Background: an optimization exercise with open tools, aiming at small area and a short achievable clock period. Do not read the settings as production practice.
For this run, only the layout was checked, not whether the RTL still works.
No activity file was given, so power comes from the tool's default toggle rates.

[design/flow/design.v]
module SatTruncFP(i_z, o_f);
    input [9:0] i_z;
    output [7:0] o_f;
    assign o_f = i_z[9] ? 8'h80 : i_z[8] ? 8'h7f : {~i_z[7], i_z[6:0]};
endmodule
module adder_mult(i_clock, i_reset, i_op, i_f0, i_f1, i_d0, i_d1, o_data);
    input i_clock;
    input i_reset;       
    input i_op;          
    input [7:0] i_f0, i_f1;    
    input [7:0] i_d0, i_d1;    
    output reg [15:0] o_data;
    wire [7:0] a = i_f0;
    wire [7:0] b = i_f1;
    reg [39:0] mcs;
    wire m0 = a[0] & b[0];
    wire m1 = a[0] & b[1];
    wire m2 = a[0] & b[2];
    wire m3 = a[0] & b[3];
    wire m4 = a[0] & b[4];
    wire m5 = a[0] & b[5];
    wire m6 = a[0] & b[6];
    wire m7 = ~(a[0] & b[7]);
    wire m8 = a[1] & b[0];
    wire m9 = a[1] & b[1];
    wire m10 = a[1] & b[2];
    wire m11 = a[1] & b[3];
    wire m12 = a[1] & b[4];
    wire m13 = a[1] & b[5];
    wire m14 = a[1] & b[6];
    wire m15 = ~(a[1] & b[7]);
    wire m16 = a[2] & b[0];
    wire m17 = a[2] & b[1];
    wire m18 = a[2] & b[2];
    wire m19 = a[2] & b[3];
    wire m20 = a[2] & b[4];
    wire m21 = a[2] & b[5];
    wire m22 = a[2] & b[6];
    wire m23 = ~(a[2] & b[7]);
    wire m24 = a[3] & b[0];
    wire m25 = a[3] & b[1];
    wire m26 = a[3] & b[2];
    wire m27 = a[3] & b[3];
    wire m28 = a[3] & b[4];
    wire m29 = a[3] & b[5];
    wire m30 = a[3] & b[6];
    wire m31 = ~(a[3] & b[7]);
    wire m32 = a[4] & b[0];
    wire m33 = a[4] & b[1];
    wire m34 = a[4] & b[2];
    wire m35 = a[4] & b[3];
    wire m36 = a[4] & b[4];
    wire m37 = a[4] & b[5];
    wire m38 = a[4] & b[6];
    wire m39 = ~(a[4] & b[7]);
    wire m40 = a[5] & b[0];
    wire m41 = a[5] & b[1];
    wire m42 = a[5] & b[2];
    wire m43 = a[5] & b[3];
    wire m44 = a[5] & b[4];
    wire m45 = a[5] & b[5];
    wire m46 = a[5] & b[6];
    wire m47 = ~(a[5] & b[7]);
    wire m48 = a[6] & b[0];
    wire m49 = a[6] & b[1];
    wire m50 = a[6] & b[2];
    wire m51 = a[6] & b[3];
    wire m52 = a[6] & b[4];
    wire m53 = a[6] & b[5];
    wire m54 = a[6] & b[6];
    wire m55 = ~(a[6] & b[7]);
    wire m56 = ~(a[7] & b[0]);
    wire m57 = ~(a[7] & b[1]);
    wire m58 = ~(a[7] & b[2]);
    wire m59 = ~(a[7] & b[3]);
    wire m60 = ~(a[7] & b[4]);
    wire m61 = ~(a[7] & b[5]);
    wire m62 = ~(a[7] & b[6]);
    wire m63 = a[7] & b[7];
    wire m64 = m6 ^ m13;
    wire m65 = m6 & m13;
    wire m66 = m7 ^ m14 ^ m21;
    wire m67 = (m7 & m14) | (m7 & m21) | (m14 & m21);
    wire m68 = m28 ^ m35;
    wire m69 = m28 & m35;
    wire m70 = ~(m15 ^ m22);
    wire m71 = m15 | m22;
    wire m72 = m29 ^ m36 ^ m43;
    wire m73 = (m29 & m36) | (m29 & m43) | (m36 & m43);
    wire m74 = m23 ^ m30 ^ m37;
    wire m75 = (m23 & m30) | (m23 & m37) | (m30 & m37);
    wire m76 = m4 ^ m11;
    wire m77 = m4 & m11;
    wire m78 = m5 ^ m12 ^ m19;
    wire m79 = (m5 & m12) | (m5 & m19) | (m12 & m19);
    wire m80 = m26 ^ m33;
    wire m81 = m26 & m33;
    wire m82 = m20 ^ m27 ^ m34;
    wire m83 = (m20 & m27) | (m20 & m34) | (m27 & m34);
    wire m84 = m41 ^ m48 ^ m64;
    wire m85 = (m41 & m48) | (m41 & m64) | (m48 & m64);
    wire m86 = m42 ^ m49 ^ m56;
    wire m87 = (m42 & m49) | (m42 & m56) | (m49 & m56);
    wire m88 = m65 ^ m68 ^ m66;
    wire m89 = (m65 & m68) | (m65 & m66) | (m68 & m66);
    wire m90 = m50 ^ m57 ^ m69;
    wire m91 = (m50 & m57) | (m50 & m69) | (m57 & m69);
    wire m92 = m67 ^ m70 ^ m72;
    wire m93 = (m67 & m70) | (m67 & m72) | (m70 & m72);
    wire m94 = m44 ^ m51 ^ m58;
    wire m95 = (m44 & m51) | (m44 & m58) | (m51 & m58);
    wire m96 = m71 ^ m73 ^ m74;
    wire m97 = (m71 & m73) | (m71 & m74) | (m73 & m74);
    wire m98 = m31 ^ m38 ^ m45;
    wire m99 = (m31 & m38) | (m31 & m45) | (m38 & m45);
    wire m100 = m52 ^ m59 ^ m75;
    wire m101 = (m52 & m59) | (m52 & m75) | (m59 & m75);
    wire m102 = m39 ^ m46 ^ m53;
    wire m103 = (m39 & m46) | (m39 & m53) | (m46 & m53);
    wire m104 = m3 ^ m10;
    wire m105 = m3 & m10;
    wire m106 = m18 ^ m25 ^ m32;
    wire m107 = (m18 & m25) | (m18 & m32) | (m25 & m32);
    wire m108 = m40 ^ m77 ^ m80;
    wire m109 = (m40 & m77) | (m40 & m80) | (m77 & m80);
    wire m110 = m81 ^ m79 ^ m82;
    wire m111 = (m81 & m79) | (m81 & m82) | (m79 & m82);
    wire m112 = m83 ^ m86 ^ m85;
    wire m113 = (m83 & m86) | (m83 & m85) | (m86 & m85);
    wire m114 = m87 ^ m90 ^ m89;
    wire m115 = (m87 & m90) | (m87 & m89) | (m90 & m89);
    wire m116 = m94 ^ m91 ^ m93;
    wire m117 = (m94 & m91) | (m94 & m93) | (m91 & m93);
    wire m118 = m95 ^ m98 ^ m97;
    wire m119 = (m95 & m98) | (m95 & m97) | (m98 & m97);
    wire m120 = m60 ^ m99 ^ m102;
    wire m121 = (m60 & m99) | (m60 & m102) | (m99 & m102);
    wire m122 = m47 ^ m54 ^ m61;
    wire m123 = (m47 & m54) | (m47 & m61) | (m54 & m61);
    always @(posedge i_clock) begin
        mcs[0] <= m0;
        mcs[1] <= m1;
        mcs[2] <= m8;
        mcs[3] <= m2;
        mcs[4] <= m9;
        mcs[5] <= m16;
        mcs[6] <= m104;
        mcs[7] <= m17;
        mcs[8] <= m24;
        mcs[9] <= m105;
        mcs[10] <= m106;
        mcs[11] <= m76;
        mcs[12] <= m107;
        mcs[13] <= m108;
        mcs[14] <= m78;
        mcs[15] <= m109;
        mcs[16] <= m110;
        mcs[17] <= m84;
        mcs[18] <= m111;
        mcs[19] <= m112;
        mcs[20] <= m88;
        mcs[21] <= m113;
        mcs[22] <= m114;
        mcs[23] <= m92;
        mcs[24] <= m115;
        mcs[25] <= m116;
        mcs[26] <= m96;
        mcs[27] <= m117;
        mcs[28] <= m118;
        mcs[29] <= m100;
        mcs[30] <= m119;
        mcs[31] <= m120;
        mcs[32] <= m101;
        mcs[33] <= m121;
        mcs[34] <= m122;
        mcs[35] <= m103;
        mcs[36] <= m123;
        mcs[37] <= m55;
        mcs[38] <= m62;
        mcs[39] <= m63;
    end
    wire n124 = mcs[3] ^ mcs[4];
    wire n125 = mcs[3] & mcs[4];
    wire n126 = mcs[6] ^ mcs[7] ^ mcs[8];
    wire n127 = (mcs[6] & mcs[7]) | (mcs[6] & mcs[8]) | (mcs[7] & mcs[8]);
    wire n128 = mcs[9] ^ mcs[10] ^ mcs[11];
    wire n129 = (mcs[9] & mcs[10]) | (mcs[9] & mcs[11]) | (mcs[10] & mcs[11]);
    wire n130 = mcs[12] ^ mcs[13] ^ mcs[14];
    wire n131 = (mcs[12] & mcs[13]) | (mcs[12] & mcs[14]) | (mcs[13] & mcs[14]);
    wire n132 = mcs[15] ^ mcs[16] ^ mcs[17];
    wire n133 = (mcs[15] & mcs[16]) | (mcs[15] & mcs[17]) | (mcs[16] & mcs[17]);
    wire n134 = mcs[18] ^ mcs[19] ^ mcs[20];
    wire n135 = (mcs[18] & mcs[19]) | (mcs[18] & mcs[20]) | (mcs[19] & mcs[20]);
    wire n136 = mcs[21] ^ mcs[22] ^ mcs[23];
    wire n137 = (mcs[21] & mcs[22]) | (mcs[21] & mcs[23]) | (mcs[22] & mcs[23]);
    wire n138 = mcs[24] ^ mcs[25] ^ mcs[26];
    wire n139 = (mcs[24] & mcs[25]) | (mcs[24] & mcs[26]) | (mcs[25] & mcs[26]);
    wire n140 = mcs[27] ^ mcs[28] ^ mcs[29];
    wire n141 = (mcs[27] & mcs[28]) | (mcs[27] & mcs[29]) | (mcs[28] & mcs[29]);
    wire n142 = mcs[30] ^ mcs[31] ^ mcs[32];
    wire n143 = (mcs[30] & mcs[31]) | (mcs[30] & mcs[32]) | (mcs[31] & mcs[32]);
    wire n144 = mcs[33] ^ mcs[34] ^ mcs[35];
    wire n145 = (mcs[33] & mcs[34]) | (mcs[33] & mcs[35]) | (mcs[34] & mcs[35]);
    wire n146 = mcs[36] ^ mcs[37] ^ mcs[38];
    wire n147 = (mcs[36] & mcs[37]) | (mcs[36] & mcs[38]) | (mcs[37] & mcs[38]);
    wire [15:0] prod = {1'b1, n147, n145, n143, n141, n139, n137, n135, n133, n131, n129, n127, n125, n124, mcs[1], mcs[0]} + {1'b0, mcs[39], n146, n144, n142, n140, n138, n136, n134, n132, n130, n128, n126, mcs[5], mcs[2], 1'b0};
    wire [15:0] sum = {{8{i_d0[7]}}, i_d0} + {{8{i_d1[7]}}, i_d1};
    always @(posedge i_clock or negedge i_reset) begin
        if (!i_reset) o_data <= 16'd0;
        else o_data <= i_op ? prod : sum;
    end
endmodule
module fir_filter(i_clock, i_reset, i_en, i_signal, o_signal);
    input i_clock;
    input i_reset;       
    input i_en;
    input [7:0] i_signal;
    output reg [9:0] o_signal;
    reg [7:0] dl1;
    reg [7:0] dl2;
    reg [7:0] dl3;
    reg [7:0] dl4;
    reg [7:0] dl5;
    reg [7:0] dl6;
    reg [7:0] dl7;
    reg [7:0] dl8;
    reg [7:0] dl9;
    reg [7:0] dl10;
    reg [7:0] dl11;
    reg [7:0] dl12;
    reg [7:0] dl13;
    reg [7:0] dl14;
    wire [7:0] xe0 = i_signal ^ 8'h7f;
    always @(posedge i_clock) begin
        if (!i_reset) begin
            dl1 <= 8'h7f;
            dl2 <= 8'h7f;
            dl3 <= 8'h80;
            dl4 <= 8'h80;
            dl5 <= 8'h80;
            dl6 <= 8'h80;
            dl7 <= 8'h80;
            dl8 <= 8'h80;
            dl9 <= 8'h80;
            dl10 <= 8'h80;
            dl11 <= 8'h80;
            dl12 <= 8'h7f;
            dl13 <= 8'h7f;
            dl14 <= 8'h7f;
        end else if (i_en) begin
            dl1 <= xe0;
            dl2 <= dl1;
            dl3 <= dl2 ^ 8'hff;
            dl4 <= dl3;
            dl5 <= dl4;
            dl6 <= dl5;
            dl7 <= dl6;
            dl8 <= dl7;
            dl9 <= dl8;
            dl10 <= dl9;
            dl11 <= dl10;
            dl12 <= dl11 ^ 8'hff;
            dl13 <= dl12;
            dl14 <= dl13;
        end
    end
    reg [49:0] cs;
    wire p0 = 1'b1 ^ dl1[1];
    wire p1 = 1'b1 & dl1[1];
    wire p2 = ~(dl1[2] ^ dl2[2]);
    wire p3 = dl1[2] | dl2[2];
    wire p4 = dl4[2] ^ dl4[1] ^ dl6[2];
    wire p5 = (dl4[2] & dl4[1]) | (dl4[2] & dl6[2]) | (dl4[1] & dl6[2]);
    wire p6 = dl1[3] ^ dl2[3] ^ dl4[3];
    wire p7 = (dl1[3] & dl2[3]) | (dl1[3] & dl4[3]) | (dl2[3] & dl4[3]);
    wire p8 = dl4[2] ^ dl5[0] ^ dl6[3];
    wire p9 = (dl4[2] & dl5[0]) | (dl4[2] & dl6[3]) | (dl5[0] & dl6[3]);
    wire p10 = dl6[1] ^ dl6[0] ^ dl8[3];
    wire p11 = (dl6[1] & dl6[0]) | (dl6[1] & dl8[3]) | (dl6[0] & dl8[3]);
    wire p12 = dl8[1] ^ dl8[0] ^ dl9[0];
    wire p13 = (dl8[1] & dl8[0]) | (dl8[1] & dl9[0]) | (dl8[0] & dl9[0]);
    wire p14 = dl1[4] ^ dl2[4] ^ dl4[4];
    wire p15 = (dl1[4] & dl2[4]) | (dl1[4] & dl4[4]) | (dl2[4] & dl4[4]);
    wire p16 = dl4[3] ^ dl5[1] ^ dl6[4];
    wire p17 = (dl4[3] & dl5[1]) | (dl4[3] & dl6[4]) | (dl5[1] & dl6[4]);
    wire p18 = dl6[2] ^ dl6[1] ^ dl7[0];
    wire p19 = (dl6[2] & dl6[1]) | (dl6[2] & dl7[0]) | (dl6[1] & dl7[0]);
    wire p20 = dl8[4] ^ dl8[2] ^ dl8[1];
    wire p21 = (dl8[4] & dl8[2]) | (dl8[4] & dl8[1]) | (dl8[2] & dl8[1]);
    wire p22 = dl9[1] ^ dl10[4] ^ dl10[3];
    wire p23 = (dl9[1] & dl10[4]) | (dl9[1] & dl10[3]) | (dl10[4] & dl10[3]);
    wire p24 = dl12[4] ^ dl13[4];
    wire p25 = dl12[4] & dl13[4];
    wire p26 = dl1[5] ^ dl2[5] ^ dl4[5];
    wire p27 = (dl1[5] & dl2[5]) | (dl1[5] & dl4[5]) | (dl2[5] & dl4[5]);
    wire p28 = dl4[4] ^ dl5[2] ^ dl6[5];
    wire p29 = (dl4[4] & dl5[2]) | (dl4[4] & dl6[5]) | (dl5[2] & dl6[5]);
    wire p30 = dl6[3] ^ dl6[2] ^ dl7[1];
    wire p31 = (dl6[3] & dl6[2]) | (dl6[3] & dl7[1]) | (dl6[2] & dl7[1]);
    wire p32 = dl8[5] ^ dl8[3] ^ dl8[2];
    wire p33 = (dl8[5] & dl8[3]) | (dl8[5] & dl8[2]) | (dl8[3] & dl8[2]);
    wire p34 = dl9[2] ^ dl10[5] ^ dl10[4];
    wire p35 = (dl9[2] & dl10[5]) | (dl9[2] & dl10[4]) | (dl10[5] & dl10[4]);
    wire p36 = dl12[5] ^ dl13[5] ^ dl14[5];
    wire p37 = (dl12[5] & dl13[5]) | (dl12[5] & dl14[5]) | (dl13[5] & dl14[5]);
    wire p38 = dl1[6] ^ dl2[6] ^ dl4[6];
    wire p39 = (dl1[6] & dl2[6]) | (dl1[6] & dl4[6]) | (dl2[6] & dl4[6]);
    wire p40 = dl4[5] ^ dl5[3] ^ dl6[6];
    wire p41 = (dl4[5] & dl5[3]) | (dl4[5] & dl6[6]) | (dl5[3] & dl6[6]);
    wire p42 = dl6[4] ^ dl6[3] ^ dl7[2];
    wire p43 = (dl6[4] & dl6[3]) | (dl6[4] & dl7[2]) | (dl6[3] & dl7[2]);
    wire p44 = dl8[6] ^ dl8[4] ^ dl8[3];
    wire p45 = (dl8[6] & dl8[4]) | (dl8[6] & dl8[3]) | (dl8[4] & dl8[3]);
    wire p46 = dl9[3] ^ dl10[6] ^ dl10[5];
    wire p47 = (dl9[3] & dl10[6]) | (dl9[3] & dl10[5]) | (dl10[6] & dl10[5]);
    wire p48 = dl12[6] ^ dl13[6] ^ dl14[6];
    wire p49 = (dl12[6] & dl13[6]) | (dl12[6] & dl14[6]) | (dl13[6] & dl14[6]);
    wire p50 = dl1[7] ^ dl2[7] ^ dl4[7];
    wire p51 = (dl1[7] & dl2[7]) | (dl1[7] & dl4[7]) | (dl2[7] & dl4[7]);
    wire p52 = dl4[6] ^ dl5[4] ^ dl6[7];
    wire p53 = (dl4[6] & dl5[4]) | (dl4[6] & dl6[7]) | (dl5[4] & dl6[7]);
    wire p54 = dl6[5] ^ dl6[4] ^ dl7[3];
    wire p55 = (dl6[5] & dl6[4]) | (dl6[5] & dl7[3]) | (dl6[4] & dl7[3]);
    wire p56 = dl8[7] ^ dl8[5] ^ dl8[4];
    wire p57 = (dl8[7] & dl8[5]) | (dl8[7] & dl8[4]) | (dl8[5] & dl8[4]);
    wire p58 = dl9[4] ^ dl10[7] ^ dl10[6];
    wire p59 = (dl9[4] & dl10[7]) | (dl9[4] & dl10[6]) | (dl10[7] & dl10[6]);
    wire p60 = dl12[7] ^ dl13[7] ^ dl14[7];
    wire p61 = (dl12[7] & dl13[7]) | (dl12[7] & dl14[7]) | (dl13[7] & dl14[7]);
    wire p62 = ~(dl4[7] ^ dl5[5]);
    wire p63 = dl4[7] | dl5[5];
    wire p64 = dl6[6] ^ dl6[5] ^ dl7[4];
    wire p65 = (dl6[6] & dl6[5]) | (dl6[6] & dl7[4]) | (dl6[5] & dl7[4]);
    wire p66 = dl1[0] ^ dl2[0] ^ dl4[0];
    wire p67 = (dl1[0] & dl2[0]) | (dl1[0] & dl4[0]) | (dl2[0] & dl4[0]);
    wire p68 = dl2[1] ^ dl4[1] ^ dl4[0];
    wire p69 = (dl2[1] & dl4[1]) | (dl2[1] & dl4[0]) | (dl4[1] & dl4[0]);
    wire p70 = dl6[1] ^ dl8[1] ^ dl10[1];
    wire p71 = (dl6[1] & dl8[1]) | (dl6[1] & dl10[1]) | (dl8[1] & dl10[1]);
    wire p72 = dl10[0] ^ dl12[1];
    wire p73 = dl10[0] & dl12[1];
    wire p74 = dl6[0] ^ dl8[2] ^ dl8[0];
    wire p75 = (dl6[0] & dl8[2]) | (dl6[0] & dl8[0]) | (dl8[2] & dl8[0]);
    wire p76 = dl10[2] ^ dl10[1] ^ dl12[2];
    wire p77 = (dl10[2] & dl10[1]) | (dl10[2] & dl12[2]) | (dl10[1] & dl12[2]);
    wire p78 = dl13[2] ^ dl14[2] ^ p1;
    wire p79 = (dl13[2] & dl14[2]) | (dl13[2] & p1) | (dl14[2] & p1);
    wire p80 = p2 ^ p4;
    wire p81 = p2 & p4;
    wire p82 = dl10[3] ^ dl10[2] ^ dl12[3];
    wire p83 = (dl10[3] & dl10[2]) | (dl10[3] & dl12[3]) | (dl10[2] & dl12[3]);
    wire p84 = dl13[3] ^ dl14[3] ^ p3;
    wire p85 = (dl13[3] & dl14[3]) | (dl13[3] & p3) | (dl14[3] & p3);
    wire p86 = p5 ^ p6 ^ p8;
    wire p87 = (p5 & p6) | (p5 & p8) | (p6 & p8);
    wire p88 = p10 ^ p12 ^ xe0[3];
    wire p89 = (p10 & p12) | (p10 & xe0[3]) | (p12 & xe0[3]);
    wire p90 = dl14[4] ^ p24 ^ p7;
    wire p91 = (dl14[4] & p24) | (dl14[4] & p7) | (p24 & p7);
    wire p92 = p9 ^ p11 ^ p13;
    wire p93 = (p9 & p11) | (p9 & p13) | (p11 & p13);
    wire p94 = p14 ^ p16 ^ p18;
    wire p95 = (p14 & p16) | (p14 & p18) | (p16 & p18);
    wire p96 = p20 ^ p22 ^ xe0[4];
    wire p97 = (p20 & p22) | (p20 & xe0[4]) | (p22 & xe0[4]);
    wire p98 = p25 ^ p15 ^ p17;
    wire p99 = (p25 & p15) | (p25 & p17) | (p15 & p17);
    wire p100 = p19 ^ p21 ^ p23;
    wire p101 = (p19 & p21) | (p19 & p23) | (p21 & p23);
    wire p102 = p26 ^ p28 ^ p30;
    wire p103 = (p26 & p28) | (p26 & p30) | (p28 & p30);
    wire p104 = p32 ^ p34 ^ p36;
    wire p105 = (p32 & p34) | (p32 & p36) | (p34 & p36);
    wire p106 = p27 ^ p29 ^ p31;
    wire p107 = (p27 & p29) | (p27 & p31) | (p29 & p31);
    wire p108 = p33 ^ p35 ^ p37;
    wire p109 = (p33 & p35) | (p33 & p37) | (p35 & p37);
    wire p110 = p38 ^ p40 ^ p42;
    wire p111 = (p38 & p40) | (p38 & p42) | (p40 & p42);
    wire p112 = p44 ^ p46 ^ p48;
    wire p113 = (p44 & p46) | (p44 & p48) | (p46 & p48);
    wire p114 = p39 ^ p41 ^ p43;
    wire p115 = (p39 & p41) | (p39 & p43) | (p41 & p43);
    wire p116 = p45 ^ p47 ^ p49;
    wire p117 = (p45 & p47) | (p45 & p49) | (p47 & p49);
    wire p118 = p50 ^ p52 ^ p54;
    wire p119 = (p50 & p52) | (p50 & p54) | (p52 & p54);
    wire p120 = p56 ^ p58 ^ p60;
    wire p121 = (p56 & p58) | (p56 & p60) | (p58 & p60);
    wire p122 = dl8[6] ^ dl8[5] ^ dl9[5];
    wire p123 = (dl8[6] & dl8[5]) | (dl8[6] & dl9[5]) | (dl8[5] & dl9[5]);
    wire p124 = dl10[7] ^ p51 ^ p53;
    wire p125 = (dl10[7] & p51) | (dl10[7] & p53) | (p51 & p53);
    wire p126 = p55 ^ p57 ^ p59;
    wire p127 = (p55 & p57) | (p55 & p59) | (p57 & p59);
    wire p128 = p61 ^ p62 ^ p64;
    wire p129 = (p61 & p62) | (p61 & p64) | (p62 & p64);
    wire p130 = dl5[6] ^ dl6[7] ^ dl6[6];
    wire p131 = (dl5[6] & dl6[7]) | (dl5[6] & dl6[6]) | (dl6[7] & dl6[6]);
    wire p132 = dl7[5] ^ dl8[7] ^ dl8[6];
    wire p133 = (dl7[5] & dl8[7]) | (dl7[5] & dl8[6]) | (dl8[7] & dl8[6]);
    wire p134 = dl9[6] ^ p63;
    wire p135 = dl9[6] & p63;
    wire p136 = 1'b1 ^ dl5[7];
    wire p137 = 1'b1 & dl5[7];
    wire p138 = dl6[0] ^ dl8[0] ^ dl10[0];
    wire p139 = (dl6[0] & dl8[0]) | (dl6[0] & dl10[0]) | (dl8[0] & dl10[0]);
    wire p140 = dl13[1] ^ dl14[1] ^ p72;
    wire p141 = (dl13[1] & dl14[1]) | (dl13[1] & p72) | (dl14[1] & p72);
    wire p142 = p0 ^ p67;
    wire p143 = p0 & p67;
    wire p144 = p73 ^ p69 ^ p71;
    wire p145 = (p73 & p69) | (p73 & p71) | (p69 & p71);
    wire p146 = p74 ^ p76 ^ xe0[2];
    wire p147 = (p74 & p76) | (p74 & xe0[2]) | (p76 & xe0[2]);
    wire p148 = p75 ^ p77 ^ p82;
    wire p149 = (p75 & p77) | (p75 & p82) | (p77 & p82);
    wire p150 = p79 ^ p81 ^ p84;
    wire p151 = (p79 & p81) | (p79 & p84) | (p81 & p84);
    wire p152 = p83 ^ p85 ^ p87;
    wire p153 = (p83 & p85) | (p83 & p87) | (p85 & p87);
    wire p154 = p90 ^ p92 ^ p94;
    wire p155 = (p90 & p92) | (p90 & p94) | (p92 & p94);
    wire p156 = xe0[5] ^ p91 ^ p93;
    wire p157 = (xe0[5] & p91) | (xe0[5] & p93) | (p91 & p93);
    wire p158 = p95 ^ p98 ^ p100;
    wire p159 = (p95 & p98) | (p95 & p100) | (p98 & p100);
    wire p160 = p102 ^ p104;
    wire p161 = p102 & p104;
    wire p162 = xe0[6] ^ p99 ^ p101;
    wire p163 = (xe0[6] & p99) | (xe0[6] & p101) | (p99 & p101);
    wire p164 = p103 ^ p105 ^ p106;
    wire p165 = (p103 & p105) | (p103 & p106) | (p105 & p106);
    wire p166 = p108 ^ p110 ^ p112;
    wire p167 = (p108 & p110) | (p108 & p112) | (p110 & p112);
    wire p168 = xe0[7] ^ p107 ^ p109;
    wire p169 = (xe0[7] & p107) | (xe0[7] & p109) | (p107 & p109);
    wire p170 = p111 ^ p113 ^ p114;
    wire p171 = (p111 & p113) | (p111 & p114) | (p113 & p114);
    wire p172 = p116 ^ p118 ^ p120;
    wire p173 = (p116 & p118) | (p116 & p120) | (p118 & p120);
    wire p174 = p122 ^ p115 ^ p117;
    wire p175 = (p122 & p115) | (p122 & p117) | (p115 & p117);
    wire p176 = p119 ^ p121 ^ p124;
    wire p177 = (p119 & p121) | (p119 & p124) | (p121 & p124);
    wire p178 = p126 ^ p128;
    wire p179 = p126 & p128;
    wire p180 = p123 ^ p130 ^ p132;
    wire p181 = (p123 & p130) | (p123 & p132) | (p130 & p132);
    wire p182 = p65 ^ p134 ^ p125;
    wire p183 = (p65 & p134) | (p65 & p125) | (p134 & p125);
    wire p184 = p127 ^ p129;
    wire p185 = p127 & p129;
    wire p186 = dl6[7] ^ dl7[6] ^ dl8[7];
    wire p187 = (dl6[7] & dl7[6]) | (dl6[7] & dl8[7]) | (dl7[6] & dl8[7]);
    wire p188 = dl9[7] ^ p136 ^ p131;
    wire p189 = (dl9[7] & p136) | (dl9[7] & p131) | (p136 & p131);
    wire p190 = p133 ^ p135;
    wire p191 = p133 & p135;
    wire p192 = dl12[0] ^ dl13[0] ^ dl14[0];
    wire p193 = (dl12[0] & dl13[0]) | (dl12[0] & dl14[0]) | (dl13[0] & dl14[0]);
    wire p194 = p139 ^ p68 ^ p70;
    wire p195 = (p139 & p68) | (p139 & p70) | (p68 & p70);
    wire p196 = xe0[1] ^ p140;
    wire p197 = xe0[1] & p140;
    wire p198 = p141 ^ p143 ^ p78;
    wire p199 = (p141 & p143) | (p141 & p78) | (p143 & p78);
    wire p200 = p80 ^ p144 ^ p146;
    wire p201 = (p80 & p144) | (p80 & p146) | (p144 & p146);
    wire p202 = p145 ^ p148 ^ p86;
    wire p203 = (p145 & p148) | (p145 & p86) | (p148 & p86);
    wire p204 = p147 ^ p88 ^ p150;
    wire p205 = (p147 & p88) | (p147 & p150) | (p88 & p150);
    wire p206 = p149 ^ p89 ^ p96;
    wire p207 = (p149 & p89) | (p149 & p96) | (p89 & p96);
    wire p208 = p151 ^ p152 ^ p154;
    wire p209 = (p151 & p152) | (p151 & p154) | (p152 & p154);
    wire p210 = p97 ^ p160 ^ p153;
    wire p211 = (p97 & p160) | (p97 & p153) | (p160 & p153);
    wire p212 = p155 ^ p156 ^ p158;
    wire p213 = (p155 & p156) | (p155 & p158) | (p156 & p158);
    wire p214 = p161 ^ p157 ^ p159;
    wire p215 = (p161 & p157) | (p161 & p159) | (p157 & p159);
    wire p216 = p162 ^ p164 ^ p166;
    wire p217 = (p162 & p164) | (p162 & p166) | (p164 & p166);
    wire p218 = p163 ^ p165 ^ p167;
    wire p219 = (p163 & p165) | (p163 & p167) | (p165 & p167);
    wire p220 = p168 ^ p170 ^ p172;
    wire p221 = (p168 & p170) | (p168 & p172) | (p170 & p172);
    wire p222 = p178 ^ p169 ^ p171;
    wire p223 = (p178 & p169) | (p178 & p171) | (p169 & p171);
    wire p224 = p173 ^ p174 ^ p176;
    wire p225 = (p173 & p174) | (p173 & p176) | (p174 & p176);
    wire p226 = p180 ^ p179 ^ p184;
    wire p227 = (p180 & p179) | (p180 & p184) | (p179 & p184);
    wire p228 = p175 ^ p177 ^ p182;
    wire p229 = (p175 & p177) | (p175 & p182) | (p177 & p182);
    wire p230 = p186 ^ p181 ^ p188;
    wire p231 = (p186 & p181) | (p186 & p188) | (p181 & p188);
    wire p232 = p190 ^ p185 ^ p183;
    wire p233 = (p190 & p185) | (p190 & p183) | (p185 & p183);
    wire p234 = ~(dl7[7] ^ p137);
    wire p235 = dl7[7] | p137;
    wire p236 = p187 ^ p189 ^ p191;
    wire p237 = (p187 & p189) | (p187 & p191) | (p189 & p191);
    always @(posedge i_clock) begin
        cs[0] <= p192;
        cs[1] <= p138;
        cs[2] <= p66;
        cs[3] <= xe0[0];
        cs[4] <= p193;
        cs[5] <= p194;
        cs[6] <= p196;
        cs[7] <= p142;
        cs[8] <= p195;
        cs[9] <= p197;
        cs[10] <= p198;
        cs[11] <= p200;
        cs[12] <= p199;
        cs[13] <= p201;
        cs[14] <= p202;
        cs[15] <= p204;
        cs[16] <= p203;
        cs[17] <= p205;
        cs[18] <= p206;
        cs[19] <= p208;
        cs[20] <= p207;
        cs[21] <= p209;
        cs[22] <= p210;
        cs[23] <= p212;
        cs[24] <= p211;
        cs[25] <= p213;
        cs[26] <= p214;
        cs[27] <= p216;
        cs[28] <= p215;
        cs[29] <= p217;
        cs[30] <= p218;
        cs[31] <= p220;
        cs[32] <= p219;
        cs[33] <= p221;
        cs[34] <= p222;
        cs[35] <= p224;
        cs[36] <= p223;
        cs[37] <= p225;
        cs[38] <= p226;
        cs[39] <= p228;
        cs[40] <= p227;
        cs[41] <= p229;
        cs[42] <= p230;
        cs[43] <= p232;
        cs[44] <= p231;
        cs[45] <= p233;
        cs[46] <= p234;
        cs[47] <= p236;
        cs[48] <= p235;
        cs[49] <= p237;
    end
    wire q238 = cs[0] ^ cs[1];
    wire q239 = cs[0] & cs[1];
    wire q240 = cs[4] ^ cs[5] ^ cs[6];
    wire q241 = (cs[4] & cs[5]) | (cs[4] & cs[6]) | (cs[5] & cs[6]);
    wire q242 = cs[8] ^ cs[9] ^ cs[10];
    wire q243 = (cs[8] & cs[9]) | (cs[8] & cs[10]) | (cs[9] & cs[10]);
    wire q244 = cs[12] ^ cs[13] ^ cs[14];
    wire q245 = (cs[12] & cs[13]) | (cs[12] & cs[14]) | (cs[13] & cs[14]);
    wire q246 = cs[16] ^ cs[17] ^ cs[18];
    wire q247 = (cs[16] & cs[17]) | (cs[16] & cs[18]) | (cs[17] & cs[18]);
    wire q248 = cs[20] ^ cs[21] ^ cs[22];
    wire q249 = (cs[20] & cs[21]) | (cs[20] & cs[22]) | (cs[21] & cs[22]);
    wire q250 = cs[24] ^ cs[25] ^ cs[26];
    wire q251 = (cs[24] & cs[25]) | (cs[24] & cs[26]) | (cs[25] & cs[26]);
    wire q252 = cs[28] ^ cs[29] ^ cs[30];
    wire q253 = (cs[28] & cs[29]) | (cs[28] & cs[30]) | (cs[29] & cs[30]);
    wire q254 = cs[32] ^ cs[33] ^ cs[34];
    wire q255 = (cs[32] & cs[33]) | (cs[32] & cs[34]) | (cs[33] & cs[34]);
    wire q256 = cs[36] ^ cs[37] ^ cs[38];
    wire q257 = (cs[36] & cs[37]) | (cs[36] & cs[38]) | (cs[37] & cs[38]);
    wire q258 = cs[40] ^ cs[41] ^ cs[42];
    wire q259 = (cs[40] & cs[41]) | (cs[40] & cs[42]) | (cs[41] & cs[42]);
    wire q260 = cs[44] ^ cs[45] ^ cs[46];
    wire q261 = (cs[44] & cs[45]) | (cs[44] & cs[46]) | (cs[45] & cs[46]);
    wire q262 = 1'b1 ^ cs[48];
    wire q263 = 1'b1 & cs[48];
    wire q264 = cs[2] ^ cs[3];
    wire q265 = cs[2] & cs[3];
    wire q266 = cs[7] ^ q239 ^ q240;
    wire q267 = (cs[7] & q239) | (cs[7] & q240) | (q239 & q240);
    wire q268 = cs[11] ^ q241 ^ q242;
    wire q269 = (cs[11] & q241) | (cs[11] & q242) | (q241 & q242);
    wire q270 = cs[15] ^ q243 ^ q244;
    wire q271 = (cs[15] & q243) | (cs[15] & q244) | (q243 & q244);
    wire q272 = cs[19] ^ q245 ^ q246;
    wire q273 = (cs[19] & q245) | (cs[19] & q246) | (q245 & q246);
    wire q274 = cs[23] ^ q247 ^ q248;
    wire q275 = (cs[23] & q247) | (cs[23] & q248) | (q247 & q248);
    wire q276 = cs[27] ^ q249 ^ q250;
    wire q277 = (cs[27] & q249) | (cs[27] & q250) | (q249 & q250);
    wire q278 = cs[31] ^ q251 ^ q252;
    wire q279 = (cs[31] & q251) | (cs[31] & q252) | (q251 & q252);
    wire q280 = cs[35] ^ q253 ^ q254;
    wire q281 = (cs[35] & q253) | (cs[35] & q254) | (q253 & q254);
    wire q282 = cs[39] ^ q255 ^ q256;
    wire q283 = (cs[39] & q255) | (cs[39] & q256) | (q255 & q256);
    wire q284 = cs[43] ^ q257 ^ q258;
    wire q285 = (cs[43] & q257) | (cs[43] & q258) | (q257 & q258);
    wire q286 = cs[47] ^ q259 ^ q260;
    wire q287 = (cs[47] & q259) | (cs[47] & q260) | (q259 & q260);
    wire q288 = cs[49] ^ q262 ^ q261;
    wire q289 = (cs[49] & q262) | (cs[49] & q261) | (q262 & q261);
    wire q290 = 1'b1 ^ q263;
    wire q291 = 1'b1 & q263;
    wire [15:0] z = {1'b1, q291, q289, q287, q285, q283, q281, q279, q277, q275, q273, q271, q269, q267, q265, q264} + {1'b0, 1'b1, q290, q288, q286, q284, q282, q280, q278, q276, q274, q272, q270, q268, q266, q238};
    always @(posedge i_clock) o_signal <= z[15:6];
endmodule
module fir_dual_arith(i_clock, i_reset, i_enable, i_op, i_sample0, i_sample1, o_data0, o_data1);
    input i_clock;
    input i_reset;       
    input i_enable;
    input i_op;
    input [7:0] i_sample0;
    input [7:0] i_sample1;
    output [15:0] o_data0;
    output [15:0] o_data1;
    wire [9:0] w_f0, w_f1;
    fir_filter u_fir_filter0(.i_clock(i_clock), .i_reset(i_reset), .i_en(i_enable), .i_signal(i_sample0), .o_signal(w_f0));
    fir_filter u_fir_filter1(.i_clock(i_clock), .i_reset(i_reset), .i_en(i_enable), .i_signal(i_sample1), .o_signal(w_f1));
    wire [7:0] w_s0, w_s1;
    SatTruncFP u_sat0(.i_z(w_f0), .o_f(w_s0));
    SatTruncFP u_sat1(.i_z(w_f1), .o_f(w_s1));
    reg [15:0] r_data0;
    always @(posedge i_clock) r_data0 <= {w_s1, w_s0};
    assign o_data0 = r_data0;
    adder_mult u_adder_mult(.i_clock(i_clock), .i_reset(i_reset), .i_op(i_op), .i_f0(w_s0), .i_f1(w_s1),
        .i_d0(r_data0[7:0]), .i_d1(r_data0[15:8]), .o_data(o_data1));
endmodule
[design/flow/constraint.sdc]
create_clock -name core_clock -period 6.5 [get_ports {i_clock}]
set_input_delay 1.3000 -clock core_clock [delete_from_list [all_inputs] [get_ports {i_clock}]]
set_output_delay 1.3000 -clock core_clock [all_outputs]
set_load 0.01 [all_outputs]
[design/flow/config.mk]
export PLATFORM = sky130hd
export DESIGN_NAME = fir_dual_arith
export DESIGN_NICKNAME = fir_dual_arith
export VERILOG_FILES = /design/flow/design.v
export SDC_FILE = /design/flow/constraint.sdc
export NUM_CORES = 4
export LEC_CHECK = 0
export CAP_MARGIN = 20
export CORE_MARGIN = 2
export CORE_UTILIZATION = 40
export SETUP_SLACK_MARGIN = 4.0
export SLEW_MARGIN = 20
[design/flow/run.sh]
#!/bin/bash
# synth_recipe.tcl (not shown) runs the flow's synth.tcl, then flattens the netlist and writes it again
# the make line also repeats each setting of config.mk as NAME=value (left out here)
make -C /OpenROAD-flow-scripts/flow DESIGN_CONFIG=/design/flow/config.mk WORK_HOME=/design/flow/orfs CLKGATE_MAP_FILE= SYNTH_SCRIPT=/design/flow/synth_recipe.tcl finish
==> flow_metrics.env <==
export IMPL_synthTopCellsByCount="inv_1 (460), dfxtp_1 (400), fa_1 (291), mux2i_1 (167), nand2_1 (166)"
export IMPL_fin_tns_setup_ns=0
export IMPL_area_growth_pct=17.2
export IMPL_initialDrtViolationCount=456
export IMPL_power_leakage_uw=0.0120
export IMPL_drive_gt1_frac=0.161
export IMPL_grtUsageTotal=0.155
export IMPL_maxCapViolations=0
export IMPL_maxSlewHeadroom=0.471
export IMPL_vdd_ir_drop_max_mv=0.270
export IMPL_syn_nets=2495
export IMPL_synth_most_common_cell="inv_1"
export IMPL_initial_core_util=0.405
export IMPL_arrival_ns=3.40
export IMPL_drt_total_wl_um=42000
export IMPL_clockBufferDepth=3
export IMPL_core_area_um2=55200
export IMPL_grt_pass1_vias=14300
export IMPL_min_period_ns=2.95
export IMPL_netlist_instances=2097
export IMPL_grt_overflow=0
export IMPL_routed_via_count=13200
export IMPL_grt_max_degree=132
export IMPL_die_h_um=241
export IMPL_max_freq_ghz=0.339
export IMPL_cts_sinks=416
export IMPL_ys_seq_area_frac=0.376
export IMPL_antenna_found_initial=0
export IMPL_ys_ff_latch=416
export IMPL_whs_path_depth=1
export IMPL_die_area_um2=57900
export IMPL_setup_viol=0
export IMPL_met3WireLength_um=1270
export IMPL_syn_area_um2=22400
export IMPL_ios=52
export IMPL_synth_area_per_cell_um2=10.7
export IMPL_cp_data_required_time_ns=6.95
export IMPL_powerDensity_nw_per_um2=416
export IMPL_htree_levels=2
export IMPL_r2r_setup_slack_ns=3.55
export IMPL_hpwlAfterDp_um=30800
export IMPL_port_buffers=51
export IMPL_rr_endpoint="u_fir_filter1.o_signal[8]"
export IMPL_via_per_inst=4.48
export IMPL_place_congestion=0.831
export IMPL_cp_max_fo=4
export IMPL_antenna_cells=0
export IMPL_period_share=0.454
export IMPL_nets=2570
export IMPL_status="complete, no violations"
export IMPL_tightest_slew_ns=0.793
export IMPL_finalHoldViolCount=0
export IMPL_startpoint_type="register"
export IMPL_p_total_uw=10900
export IMPL_placed_cells=2833
export IMPL_wl_met2_um=20900
export IMPL_top_layer="met4"
export IMPL_synth_top_area_share=0.358
export IMPL_r2r_cells=12
export IMPL_slew_violations=0
export IMPL_post_drt_wl_per_cell_um=14.2
export IMPL_synthTopCellsByArea="dfxtp_1 (36%), fa_1 (26%), inv_1 (7.7%)"
export IMPL_grt_pass1_wl_um=71800
export IMPL_first_pass_iters=5
export IMPL_min_to="u_adder_mult.o_data[0]"
export IMPL_synth_distinct_cells=59
export IMPL_finalClockSkew_ns=0.00886
export IMPL_min_from="u_adder_mult.mcs[0]"
export IMPL_crit_type="register to register"
export IMPL_ant_nets=0
export IMPL_drc=0
export IMPL_num_rows=86
export IMPL_hold_path_class="register to register"
export IMPL_grt_setup_unrepaired="true"
export IMPL_synth_warnings=3
export IMPL_path_clk_slew_ns=0.06
export IMPL_fin_cells=2954
export IMPL_end_kind="register"
export IMPL_die_w_um=241
export IMPL_synthArstFlopShare=0.0385
export IMPL_finish_utilization=0.475
export IMPL_yosys_area_top_type="dfxtp_1"
export IMPL_ctsRootBufferMaster="clkbuf_16"
export IMPL_clock_latency_ns=0.57
export IMPL_r2r_start="u_fir_filter1.cs[8]"
export IMPL_wl_met1_um=18900
export IMPL_cts_buffers=47
export IMPL_cts_tree="done"
export IMPL_synth_ff_type="dfxtp_1"
export IMPL_synth_edff_count=0
layer usage:
layer / vias up / global-route usage
li1: 6526 / -
met1: 6477 / 0.197
met2: 160 / 0.272
met3: 65 / 0.0230
met4: 0 / 0.0455
met5: - / 0
area by class of cell:
type	instances	area (um^2)
sequential	416	8550
tap	748	936
clock buffer	68	1390
inverter	460	1730
fill	4989	29000
clock inverter	15	153
multi-input combinational	1154	12500
timing repair buffer	93	957
worst max path at each step:
stage	from	end	slack, ns	cells past startpoint
after floorplan	u_fir_filter1.cs[30]	u_fir_filter1.o_signal[8]	3.74	11
after global placement	i_op	u_adder_mult.o_data[15]	3.05	5
after detailed placement	i_op	u_adder_mult.o_data[15]	3.06	5
after CTS	u_fir_filter1.cs[8]	u_fir_filter1.o_signal[8]	3.54	12
after global routing	u_fir_filter1.cs[8]	u_fir_filter1.o_signal[8]	3.40	12
final	u_fir_filter1.cs[8]	u_fir_filter1.o_signal[8]	3.55	12
power by group:
| part | total [uW] | internal [uW] | switching [uW] |
|---|---|---|---|
| registers | 3200 | 3020 | 179 |
| clock network | 2630 | 1590 | 1040 |
| logic | 5080 | 2340 | 2730 |
| total | 10900 | 6960 | 3950 |
sequential cells by signal, summed over array words and instances (netlist names), 10 cells and up:
signal	count
u_adder_mult.o_data	16
u_adder_mult.mcs	40
u_fir_filter0.cs	50
r_data0	16
u_fir_filter0.o_signal	10
u_fir_filter1.cs	50
u_fir_filter1.o_signal	10
stage by stage:
step                cell area [um^2]  hold WS (ns)  worst slack, ns
finish                         26200         0.467             3.55
global route                   26200         0.488             3.40
CTS                            25900         0.468             3.54
detailed placement             23800         0.453             3.06
global placement               23800         0.451             3.05
floorplan                      22500         0.439             3.74
critical path, cell delays in order (launching register included):
cell,delay (ns)
dfxtp_2,0.32
inv_2,0.03
fa_1,0.52
inv_1,0.05
fa_1,0.48
ha_4,0.31
nand4_1,0.14
a21oi_4,0.24
a2111oi_4,0.10
buf_6,0.15
o311ai_4,0.27
a21oi_2,0.09
xnor2_1,0.13
cells in the final DEF, fill, tap and decap left out, drive strengths merged, types with 3 or more instances in the layout:
| cell type | synthesis | routed |
|---|---|---|
| a2111oi | 3 | 3 |
| a211oi | 8 | 8 |
| a21o | 13 | 13 |
| a21oi | 24 | 24 |
| a31oi | 3 | 3 |
| and2 | 8 | 8 |
| buf | 20 | 43 |
| bufinv | 0 | 3 |
| clkbuf | 47 | 71 |
| clkdlybuf4s15 | 0 | 31 |
| clkdlybuf4s50 | 0 | 15 |
| clkinv | 0 | 11 |
| dfrtp | 16 | 16 |
| dfxtp | 400 | 400 |
| fa | 291 | 291 |
| ha | 87 | 87 |
| inv | 460 | 460 |
| mux2i | 167 | 167 |
| nand2 | 166 | 166 |
| nand2b | 3 | 3 |
| nand3 | 7 | 7 |
| nand4 | 3 | 3 |
| nor2 | 71 | 71 |
| nor2b | 131 | 131 |
| nor3 | 5 | 5 |
| o211ai | 26 | 26 |
| o21a | 5 | 5 |
| o21ai | 53 | 53 |
| o21bai | 5 | 5 |
| o311ai | 3 | 3 |
| o31ai | 4 | 4 |
| or2 | 15 | 15 |
| xnor2 | 16 | 16 |
| xor2 | 12 | 12 |
kinds of logic after synthesis:
family          share of synthesized area
buf+inv                            0.0894
simple gates                       0.0905
flops                               0.376
fa+ha+maj                           0.309
mux                                0.0752
compound gates                     0.0493
xor+xnor                           0.0110
timing repair:
item | in CTS | in global routing
pin swaps | 49 | 58
buffers inserted | 29 | 8
hold buffers | 0 | 0
gates resized for setup | 227 | 71
gates cloned | 0 | 1
setup endpoints to repair | 191 | 119

[static timing again, ports no longer ideal]
No port has a modelled driver above. Below, the same layout with a new extraction and two added sets of constraints.
Step 1 (the two cells are an assumption about what drives the block):
set clk [get_ports {i_clock}]
set_driving_cell -lib_cell sky130_fd_sc_hd__clkbuf_16 $clk
set_driving_cell -lib_cell sky130_fd_sc_hd__buf_2 [delete_from_list [all_inputs] $clk]
Step 2 times the ports against the registers' clock, not the clock port: input delays grow and output delays shrink by t, the midpoint of the rising clock arrivals with the driver on.
Three values: no drivers, after step 1, after step 2; two values: the first two.
shift t [ns]: 0.617
setup slack, ns: 3.547 / 3.547 / 3.414
hold WS [ns]: 0.467 / 0.467 / 0.467
clock arrival spread, ns: 0.010 / 0.011
After both steps setup and hold are still met in this run. The setup slack of this run moves by 0.000 ns with the drivers and by -0.133 ns with both steps.
